Context: an optimization exercise on an open-source flow, tuned for small area, a short achievable clock period and few clock cycles per item. The choices shown serve that exercise and are no tape-out recipe.
In this exercise RTL edits were held to simulation tests only and were not proved equivalent to the original.
Power figures rest on the tool's default switching activity, not on a simulated workload.

==> inputs of build 58 <==
// FIR
module FIR (
	input clk,
	input rst_n,
	input [7:0] data_in,
	input enable,
	input configuration, 
	input config_data_enable,
	output [7:0] data_out,
	output [1:0] overflow_flag, 
	output [0:0] done
);
==> flow/config.mk <==
export PLATFORM = sky130hd
export DESIGN_NAME = FIR
export DESIGN_NICKNAME = FIR
export VERILOG_FILES = /design/flow/design.v
export SDC_FILE = /design/flow/constraint.sdc
export NUM_CORES = 4
export LEC_CHECK = 0
export CAP_MARGIN = 20
export CORE_MARGIN = 2
export CORE_UTILIZATION = 40
export CTS_BUF_LIST = sky130_fd_sc_hd__clkbuf_4 sky130_fd_sc_hd__clkbuf_8
export SETUP_SLACK_MARGIN = 5
export SLEW_MARGIN = 20
==> flow/constraint.sdc <==
create_clock -name core_clock -period 10.0 [get_ports {clk}]
set_input_delay 2.0000 -clock core_clock [delete_from_list [all_inputs] [get_ports {clk}]]
set_output_delay 2.0000 -clock core_clock [all_outputs]
set_load 0.01 [all_outputs]
run.sh (not shown) runs the stock make flow with config.mk's settings and CLKGATE_MAP_FILE= SYNTH_SCRIPT=/design/flow/synth_recipe.tcl, a recipe that flattens the netlist after the stock synthesis.
==> trial 35: changes against build 58 <==
--- a/flow/design.v
+++ b/flow/design.v
@@ -46,75 +46,19 @@
 reg dirty;
 reg [1:0] k;
 wire [1:0] g = tap_num[3:2];
 wire g0 = (g == 2'd0);
 wire m_a = done | cfg_q;
 wire m_e = !m_a && !busy && !recomp; 
-wire start = !busy && !recomp && !ve; 
 assign p_load = m_a || busy || recomp || ((enable || ve) && m_e && !g0);
-assign v_e = (enable && start && !(dirty && !g0)) || ve;
+assign v_e = (enable && !busy && !recomp && !ve && !(dirty && !g0)) || ve;
 assign q_load = (v_e && !g[1]) || (busy && k == g - 2'd1);
 assign q2_load = v_e && g[1];
 assign config_enable = cfg_q & configuration & rst_n;
-wire e_busy, e_recomp, e_ve, e_dirty, e_a, e_bo, e_be, e_co, e_ce, e_do, e_de, e_fresh;
-wire [1:0] e_k;
-wire i_busy, i_recomp, i_ve, i_dirty, i_a, i_bo, i_be, i_co, i_ce, i_do, i_de, i_fresh;
-wire [1:0] i_k;
-FIR_next next_e (.en(1'b1), .cfg_q(cfg_q), .done(done), .busy(busy), .recomp(recomp), .ve(ve),
-	.dirty(dirty), .k(k), .g(g),
-	.n_busy(e_busy), .n_recomp(e_recomp), .n_ve(e_ve), .n_dirty(e_dirty), .n_k(e_k),
-	.s_a(e_a), .s_bo(e_bo), .s_be(e_be), .s_co(e_co), .s_ce(e_ce), .s_do(e_do), .s_de(e_de), .s_fresh(e_fresh));
-FIR_next next_i (.en(1'b0), .cfg_q(cfg_q), .done(done), .busy(busy), .recomp(recomp), .ve(ve),
-	.dirty(dirty), .k(k), .g(g),
-	.n_busy(i_busy), .n_recomp(i_recomp), .n_ve(i_ve), .n_dirty(i_dirty), .n_k(i_k),
-	.s_a(i_a), .s_bo(i_bo), .s_be(i_be), .s_co(i_co), .s_ce(i_ce), .s_do(i_do), .s_de(i_de), .s_fresh(i_fresh));
-wire n_bo = !configuration && (enable ? e_bo : i_bo);
-wire n_co = !configuration && (enable ? e_co : i_co);
-wire n_do = !configuration && (enable ? e_do : i_do);
-assign n_sel_be = !configuration && (enable ? e_be : i_be);
-assign n_sel_ce = !configuration && (enable ? e_ce : i_ce);
-assign n_sel_de = !configuration && (enable ? e_de : i_de);
-assign n_sel_a = configuration || (enable ? e_a : i_a);
-assign n_sel_b = n_bo | n_sel_be;
-assign n_sel_c = n_co | n_sel_ce;
-assign n_sel_d = n_do | n_sel_de;
-always @ (posedge clk) begin
-	if (!rst_n) begin
-		done <= 1'b0;
-		cfg_q <= 1'b0;
-		busy <= 1'b0;
-		recomp <= 1'b0;
-		ve <= 1'b0;
-		dirty <= 1'b0;
-		k <= 2'd0;
-		fresh <= 1'b1;
-	end else begin
-		done <= q_load;
-		cfg_q <= configuration;
-		busy <= enable ? e_busy : i_busy;
-		recomp <= enable ? e_recomp : i_recomp;
-		ve <= enable ? e_ve : i_ve;
-		dirty <= enable ? e_dirty : i_dirty;
-		k <= enable ? e_k : i_k;
-		fresh <= configuration || (enable ? e_fresh : i_fresh);
-	end
-end
-endmodule
-module FIR_next (
-	input en,
-	input cfg_q, done, busy, recomp, ve, dirty,
-	input [1:0] k,
-	input [1:0] g,
-	output reg n_busy, n_recomp, n_ve, n_dirty,
-	output reg [1:0] n_k,
-	output s_a, s_bo, s_be, s_co, s_ce, s_do, s_de, s_fresh
-);
-wire g0 = (g == 2'd0);
-wire start = !busy && !recomp && !ve;
-wire v_e = (en && start && !(dirty && !g0)) || ve;
-wire q_load = (v_e && !g[1]) || (busy && k == g - 2'd1);
+reg n_busy, n_recomp, n_ve, n_dirty;
+reg [1:0] n_k;
 always @ (*) begin
 	n_busy = busy;
 	n_recomp = recomp;
 	n_ve = 1'b0;
 	n_k = k;
 	n_dirty = dirty;
@@ -129,32 +73,55 @@
 	end else if (recomp) begin
 		if (k == g) begin
 			n_recomp = 1'b0;
 			n_ve = 1'b1;
 		end
 		n_k = k + 2'd1;
-	end else if (en && dirty && !g0) begin
+	end else if (enable && dirty && !g0) begin
 		if (g == 2'd1) n_ve = 1'b1;
 		else begin
 			n_recomp = 1'b1;
 			n_k = 2'd2;
 		end
 	end
 end
-wire n_m_a = q_load;
+wire n_m_a = q_load | configuration;
 wire n_m_e = !n_m_a && !n_busy && !n_recomp;
 wire n_rec_e = n_m_e && n_dirty && !n_ve && !g0;
 wire [1:0] n_gk = g - n_k;
-assign s_a = n_m_a;
-assign s_bo = (n_busy && n_gk == 2'd1) || (n_recomp && n_k == 2'd1) || n_rec_e;
-assign s_co = (n_busy && n_gk == 2'd2) || (n_recomp && n_k == 2'd2);
-assign s_do = n_recomp && n_k == 2'd3;
-assign s_be = n_m_e && !n_rec_e && g == 2'd1;
-assign s_ce = n_m_e && !n_rec_e && g == 2'd2;
-assign s_de = n_m_e && !n_rec_e && g == 2'd3;
-assign s_fresh = (q_load && g0) || (n_m_e && !n_rec_e);
+wire n_sel_bo = (n_busy && n_gk == 2'd1) || (n_recomp && n_k == 2'd1) || n_rec_e;
+wire n_sel_co = (n_busy && n_gk == 2'd2) || (n_recomp && n_k == 2'd2);
+wire n_sel_do = n_recomp && n_k == 2'd3;
+assign n_sel_be = n_m_e && !n_rec_e && g == 2'd1;
+assign n_sel_ce = n_m_e && !n_rec_e && g == 2'd2;
+assign n_sel_de = n_m_e && !n_rec_e && g == 2'd3;
+assign n_sel_a = n_m_a;
+assign n_sel_b = n_sel_bo | n_sel_be;
+assign n_sel_c = n_sel_co | n_sel_ce;
+assign n_sel_d = n_sel_do | n_sel_de;
+always @ (posedge clk) begin
+	if (!rst_n) begin
+		done <= 1'b0;
+		cfg_q <= 1'b0;
+		busy <= 1'b0;
+		recomp <= 1'b0;
+		ve <= 1'b0;
+		dirty <= 1'b0;
+		k <= 2'd0;
+		fresh <= 1'b1;
+	end else begin
+		done <= q_load;
+		cfg_q <= configuration;
+		busy <= n_busy;
+		recomp <= n_recomp;
+		ve <= n_ve;
+		dirty <= n_dirty;
+		k <= n_k;
+		fresh <= configuration || (q_load && g0) || (n_m_e && !n_rec_e);
+	end
+end
 endmodule
 module MAC_group (
 	input [3:0] one0, one1, one2, one3, 
 	input [3:0] two0, two1, two2, two3,
 	input [3:0] neg0, neg1, neg2, neg3,
 	input [7:0] b0, b1, b2, b3,
@@ -942,63 +909,70 @@
 	.one0(one0), .one1(one1), .one2(one2), .one3(one3),
 	.two0(two0), .two1(two1), .two2(two2), .two3(two3),
 	.neg0(neg0), .neg1(neg1), .neg2(neg2), .neg3(neg3),
 	.b0(b0), .b1(b1), .b2(b2), .b3(b3),
 	.pin_s(pin_s), .pin_c(pin_c), .ps(ps), .pc(pc));
 reg [12:0] q2_s, q2_c;
-reg [12:0] q_g, q_p;
+reg [12:0] q_s, q_c;
+reg q_cin;
 wire [12:0] qin_s = tap_num[3] ? q2_s : p_s;
 wire [12:0] qin_c = tap_num[3] ? q2_c : p_c;
 wire [12:0] qs, qc;
 wire qcin;
 MAC_tap0 MAC_tap0_inst (.h(h_0), .x(data_in), .qin_s(qin_s), .qin_c(qin_c), .qs(qs), .qc(qc), .qcin(qcin));
 always @ (posedge clk) begin
 	if (!rst_n) begin
 		p_s <= 13'd8022;
 		p_c <= 0;
 		q2_s <= 0;
 		q2_c <= 0;
-		q_g <= 0;
-		q_p <= 0;
+		q_s <= 0;
+		q_c <= 0;
+		q_cin <= 0;
 	end else begin
 		if (p_load) begin
 			p_s <= ps;
 			p_c <= pc;
 		end
 		if (q2_load) begin
 			q2_s <= p_s;
 			q2_c <= p_c;
 		end
 		if (q_load) begin
-			q_g <= {qs[12:1] & qc[12:1], (qs[0] & qc[0]) | ((qs[0] ^ qc[0]) & qcin)};
-			q_p <= {qs[12:1] ^ qc[12:1], qs[0] ^ qc[0] ^ qcin};
+			q_s <= qs;
+			q_c <= qc;
+			q_cin <= qcin;
 		end
 	end
 end
-wire [6:0] g0 = q_g[6:0];
-wire [6:0] p0 = q_p[6:0];
+wire [12:0] ra = q_s;
+wire [12:0] rb = q_c;
+wire [7:0] pg = ra[7:0] ^ rb[7:0];
+wire [6:0] g0 = {ra[6:1] & rb[6:1], (ra[0] & rb[0]) | (pg[0] & q_cin)};
+wire [6:0] p0 = pg[6:0];
 wire [6:0] g1 = {g0[6:1] | (p0[6:1] & g0[5:0]), g0[0]};
 wire [6:0] p1 = {p0[6:1] & p0[5:0], p0[0]};
 wire [6:0] g2 = {g1[6:2] | (p1[6:2] & g1[4:0]), g1[1:0]};
 wire [6:0] p2 = {p1[6:2] & p1[4:0], p1[1:0]};
 wire [6:0] g3 = {g2[6:4] | (p2[6:4] & g2[2:0]), g2[3:0]};
-wire [7:0] cy = {g3, 1'b0}; 
-wire [7:0] r = q_p[7:0] ^ cy;
+wire [7:0] cy = {g3, q_cin}; 
+wire [7:0] r = pg ^ cy;
 wire c = cy[7];
-wire [5:0] hx = q_p[12:7], hn = q_g[12:7];
-wire [5:0] ho = hx | hn;
+wire [5:0] ha = ra[12:7], hb = rb[12:7];
+wire [5:0] hx = ha ^ hb, ho = ha | hb, hn = ha & hb;
 wire t_is63 = &hx;
 wire t_is0 = !hx[0] && (hx[5:1] == ho[4:0]);
 wire t_is62 = !hx[0] && (hx[1] != ho[0]) && (hx[5:2] == ~hn[4:1]);
 wire ir0 = t_is0 | t_is63; 
 wire ir1 = t_is63 | t_is62; 
-wire hc5_0 = hn[4] | (hx[4] & (hn[3] | (hx[3] & (hn[2] | (hx[2] & (hn[1] | (hx[1] & hn[0])))))));
-wire hc5_1 = hn[4] | (hx[4] & (hn[3] | (hx[3] & (hn[2] | (hx[2] & (hn[1] | (hx[1] & (hn[0] | hx[0]))))))));
+wire [5:0] hg0 = hn, hp0 = hx;
+wire hc5_0 = hg0[4] | (hp0[4] & (hg0[3] | (hp0[3] & (hg0[2] | (hp0[2] & (hg0[1] | (hp0[1] & hg0[0])))))));
+wire hc5_1 = hg0[4] | (hp0[4] & (hg0[3] | (hp0[3] & (hg0[2] | (hp0[2] & (hg0[1] | (hp0[1] & (hg0[0] | hp0[0]))))))));
 wire s0 = hx[5] ^ hc5_0;
 wire s1 = hx[5] ^ hc5_1;
-wire [7:0] x1 = ir1 ? {~q_p[7], r[6:0]} : (s1 ? 8'h80 : 8'h7f); 
-wire [7:0] x0 = ir0 ? {q_p[7], r[6:0]} : (s0 ? 8'h80 : 8'h7f);
-wire [1:0] f1 = ir1 ? 2'b00 : (s1 ? 2'b10 : 2'b01);
-wire [1:0] f0 = ir0 ? 2'b00 : (s0 ? 2'b10 : 2'b01);
-assign data_out = c ? x1 : x0;
-assign overflow_flag = c ? f1 : f0;
+wire in_range = c ? ir1 : ir0;
+wire r12 = c ? s1 : s0;
+wire pos_ovf = !in_range && !r12;
+wire neg_ovf = !in_range && r12;
+assign data_out = in_range ? r : (r12 ? 8'h80 : 8'h7f);
+assign overflow_flag = {neg_ovf, pos_ovf};
 endmodule
Settings changed: CTS_BUF_LIST sky130_fd_sc_hd__clkbuf_4 sky130_fd_sc_hd__clkbuf_8 to default.
==> results.txt <==
quantity	build 58	trial 35
Run status	timing/DRC/antenna clean	timing/DRC/antenna clean
Detail-routed via count per cell	5.546	5.555
Signed area change from the synthesized netlist to the final layout	8.949%	9.345%
Non-Clock Buffer Count	62	77
Detailed route wirelength on metal2	34.84 mm	33.00 mm
Routed length per instance	18.91 um	18.56 um
Leakage power total	10.43 nW	10.59 nW
Source of the worst hold timing path	q2_s[10]	q_s[0]
Horiz. Die Dim	258.2 um	259.0 um
Final Hold Slack	0.4516 ns	0.4493 ns
Highest clock frequency the design can meet	202.7 MHz	198.1 MHz
Critical path buffers and inverters	2	5
Overall die height	258.2 um	259.0 um
Number of post-CTS setup repair buffers	7	20
Post-CTS resize count	60	62
Testbench counts of build 58, summed over its fixed seeds: cycles 12,191, items 4,800.
Testbench counts of trial 35, summed over its fixed seeds: cycles 12,191, items 4,800.

==> port drivers added, routing unchanged <==
The results above use ideal ports. As a check the final layouts listed here were re-extracted and re-timed, cells and wires unchanged. Step 1 sets driving cells, clkbuf_16 on the clock port and buf_2 on the other inputs (assumed; they add their load-dependent delay and slew). Step 2 adds t to the input delays and takes it off the output delays; t is the mean of the earliest and latest rising clock arrival at the registers after step 1. Input paths then give back, and output paths get back, about the clock's delay inside the block. a / b / c = ideal / step 1 / step 2; a / b = the first two.
| run | shift t [ns] | setup WS [ns] | worst slew at a driven data input, ns |
|---|---|---|---|
| build 58 | 0.704 | 5.067 / 5.007 / 4.517 | 0.12 |
| trial 35 | 0.633 | 4.951 / 4.888 / 4.569 | 0.06 |
After both steps setup and hold are still met in every run listed. The setup slack of build 58, which loses most, moves by -0.060 ns with the drivers and by -0.550 ns with both steps.
